Source: an optimization exercise on an open RTL-to-GDS flow (aim: small area). Production flows keep margins and buffers that such runs may drop. Function was checked by simulation only, so behaviour that the tests miss may differ from the original.

## firFilter
module firFilter(dataOut1,r_out,dataIn1,rIn1, clk, rst, enable);
For scale: ~170 cells after synthesis, about 37 I/O pins, ~3800 um2 of cells after synthesis.
==> module firFilter, before the edit <==
module firFilter(dataOut1,r_out,dataIn1,rIn1, clk, rst, enable);
input clk,rst,enable;
output [16-1:0]dataOut1;
output r_out;
input [16-1:0]dataIn1;
input rIn1;
localparam L = 9;
reg mR;                      
reg [2:0] n;                 
reg [15:0] x, a1, o;         
reg [15:2] a2;               
wire [1:0] a2l = {d[1] ^ d[0], d[0]};
reg [13:0] d;                
reg c2, c1, co;              
always @(posedge clk) begin
  if (rst) begin
    mR <= 1'b0;
    n  <= 3'd0;
  end else if (enable) begin
    mR <= rIn1;
    n  <= {mR & n[1] & ~n[0], mR & (n[1] | n[0]), mR & ~n[1]};
  end
end
wire [15:0] s3;              
wire [15:0] k3;              
wire [15:2] a2n;
wire [15:0] a2c;             
genvar i;
generate
  for (i = 2; i <= 14; i = i + 1) begin : csa
    FA u (.a(d[i-2]), .b(x[i-1]), .ci(x[i]), .s(s3[i]), .co(k3[i+1]));
  end
endgenerate
assign s3[15] = d[13] ^ x[14] ^ x[15];
assign a2c[1] = x[1] & x[0];
HA a2h2 (.a(s3[2]), .b(a2c[1]), .s(a2n[2]), .co(a2c[2]));
generate
  for (i = 3; i < L; i = i + 1) begin : a2lo
    FA u (.a(s3[i]), .b(k3[i]), .ci(a2c[i-1]), .s(a2n[i]), .co(a2c[i]));
  end
endgenerate
HA a2hL (.a(s3[L]), .b(k3[L]), .s(a2n[L]), .co(a2c[L]));
generate
  for (i = L + 1; i <= 14; i = i + 1) begin : a2hi
    FA u (.a(s3[i]), .b(k3[i]), .ci(a2c[i-1]), .s(a2n[i]), .co(a2c[i]));
  end
endgenerate
assign a2n[15] = s3[15] ^ k3[15] ^ a2c[14];
wire [15:0] a1n;
wire [15:0] a1c;
assign a1n[0] = a2l[0];
HA a1h1 (.a(a2l[1]), .b(x[0]), .s(a1n[1]), .co(a1c[1]));
generate
  for (i = 2; i < L; i = i + 1) begin : a1lo
    FA u (.a(a2[i]), .b(x[i-1]), .ci(a1c[i-1]), .s(a1n[i]), .co(a1c[i]));
  end
endgenerate
FA a1fL (.a(a2[L]), .b(x[L-1]), .ci(c2), .s(a1n[L]), .co(a1c[L]));
generate
  for (i = L + 1; i <= 14; i = i + 1) begin : a1hi
    FA u (.a(a2[i]), .b(x[i-1]), .ci(a1c[i-1]), .s(a1n[i]), .co(a1c[i]));
  end
endgenerate
assign a1n[15] = a2[15] ^ x[14] ^ a1c[14];
wire [15:0] on;
wire [15:0] oc;
HA oh0 (.a(a1[0]), .b(x[0]), .s(on[0]), .co(oc[0]));
generate
  for (i = 1; i < L; i = i + 1) begin : olo
    FA u (.a(a1[i]), .b(x[i]), .ci(oc[i-1]), .s(on[i]), .co(oc[i]));
  end
endgenerate
FA ofL (.a(a1[L]), .b(x[L]), .ci(c1), .s(on[L]), .co(oc[L]));
generate
  for (i = L + 1; i <= 14; i = i + 1) begin : ohi
    FA u (.a(a1[i]), .b(x[i]), .ci(oc[i-1]), .s(on[i]), .co(oc[i]));
  end
endgenerate
assign on[15] = a1[15] ^ x[15] ^ oc[14];
always @(posedge clk) begin
  if (enable) begin
    x  <= dataIn1;
    d  <= x[13:0];
    a2 <= a2n;
    c2 <= a2c[L-1];
    a1 <= a1n;
    c1 <= a1c[L-1];
    o  <= on;
    co <= oc[L-1];
  end
end
wire [15:0] inc;             
assign inc[L] = co;
generate
  for (i = L; i <= 14; i = i + 1) begin : oinc
    HA u (.a(o[i]), .b(inc[i]), .s(dataOut1[i]), .co(inc[i+1]));
  end
endgenerate
assign dataOut1[15] = o[15] ^ inc[15];
assign dataOut1[L-1:0] = o[L-1:0];
assign r_out = n[2];
endmodule
Settings: LEC_CHECK=0, CAP_MARGIN=20, CORE_MARGIN=2, CORE_UTILIZATION=40, SLEW_MARGIN=20, SYNTH_HIERARCHICAL=1, SYNTH_MINIMUM_KEEP_SIZE=0; clock period 4.0 ns.
standard.sh (not shown) runs the stock make flow with config.mk's settings and CLKGATE_MAP_FILE= SYNTH_SCRIPT=/design/flow/synth_recipe.tcl, a recipe that flattens the netlist after the stock synthesis.
==> flow/flow/run.sh <==
#!/bin/bash
# The standard layout, with two changes: the smallest buffer (buf_1) on
# every input and output port, and no dummy loads in the clock tree.
set -euo pipefail
export BUFFER_PORTS_ARGS="-buffer_cell sky130_fd_sc_hd__buf_1"
export CTS_ARGS="-sink_clustering_enable -repair_clock_nets -dont_use_dummy_load"
bash standard.sh finish > standard_finish.log 2>&1
Edit:
--- a/flow/design.v
+++ b/flow/design.v
@@ -24,10 +24,8 @@
 input [16-1:0]dataIn1;
 input rIn1;
-localparam L = 9;
+localparam L = 8;
 reg mR;                      
 reg [2:0] n;                 
-reg [15:0] x, a1, o;         
-reg [15:2] a2;               
-wire [1:0] a2l = {d[1] ^ d[0], d[0]};
+reg [15:0] x, a2, a1, o;     
 reg [13:0] d;                
 reg c2, c1, co;              
@@ -38,10 +36,10 @@
   end else if (enable) begin
     mR <= rIn1;
-    n  <= {mR & n[1] & ~n[0], mR & (n[1] | n[0]), mR & ~n[1]};
+    n  <= !mR ? 3'd0 : n[2] ? 3'd4 : n + 3'd1;
   end
 end
 wire [15:0] s3;              
 wire [15:0] k3;              
-wire [15:2] a2n;
+wire [15:0] a2n;
 wire [15:0] a2c;             
 genvar i;
@@ -52,5 +50,6 @@
 endgenerate
 assign s3[15] = d[13] ^ x[14] ^ x[15];
-assign a2c[1] = x[1] & x[0];
+assign a2n[0] = x[0];
+HA a2h1 (.a(x[1]), .b(x[0]), .s(a2n[1]), .co(a2c[1]));
 HA a2h2 (.a(s3[2]), .b(a2c[1]), .s(a2n[2]), .co(a2c[2]));
 generate
@@ -68,6 +67,6 @@
 wire [15:0] a1n;
 wire [15:0] a1c;
-assign a1n[0] = a2l[0];
-HA a1h1 (.a(a2l[1]), .b(x[0]), .s(a1n[1]), .co(a1c[1]));
+assign a1n[0] = a2[0];
+HA a1h1 (.a(a2[1]), .b(x[0]), .s(a1n[1]), .co(a1c[1]));
 generate
   for (i = 2; i < L; i = i + 1) begin : a1lo
Routed wire length is lower by 1.5%.
Area after synthesis grows by 1.3%.
Register-to-register slack improved by 0.02 ns.
Fmax climbs by about 0.6%.
Utilization grows by 0.36 points.
Design area rose by 1.3%.
Via count decreases by 1.8%.
Die area is higher by 1.2%.
Critical path depth goes up by 1.
Setup slack is better by 0.024 ns.
Synthesized cell count is higher by about 0.6%.

[what the ideal ports hide]
How much do the figures lean on ideal ports? The routed layouts below were timed once more, with nothing changed but the port constraints. Step 1 (the two cells are an assumption about what drives the block):
set clk [get_ports {clk}]
set_driving_cell -lib_cell sky130_fd_sc_hd__clkbuf_16 $clk
set_driving_cell -lib_cell sky130_fd_sc_hd__buf_2 [delete_from_list [all_inputs] $clk]
Step 2 moves the port delays by t, midway between the first and last clock arrival at a register: inputs arrive t later, outputs are due t later. That takes back most of the time a late clock gives input paths. a / b / c = no drivers / after step 1 / after step 2; a / b = the first two.
run | t (ns) | setup slack, ns | worst setup path after step 2 | slew at the worst register clock pin (ns) | pins driven straight from the clock port
the first run | 0.357 | 0.103 / 0.103 / 0.103 | register to register | 0.09 / 0.09 | 1
the second run | 0.365 | 0.127 / 0.127 / 0.127 | register to register | 0.08 / 0.08 | 1
After both steps every run listed still meets setup and hold.
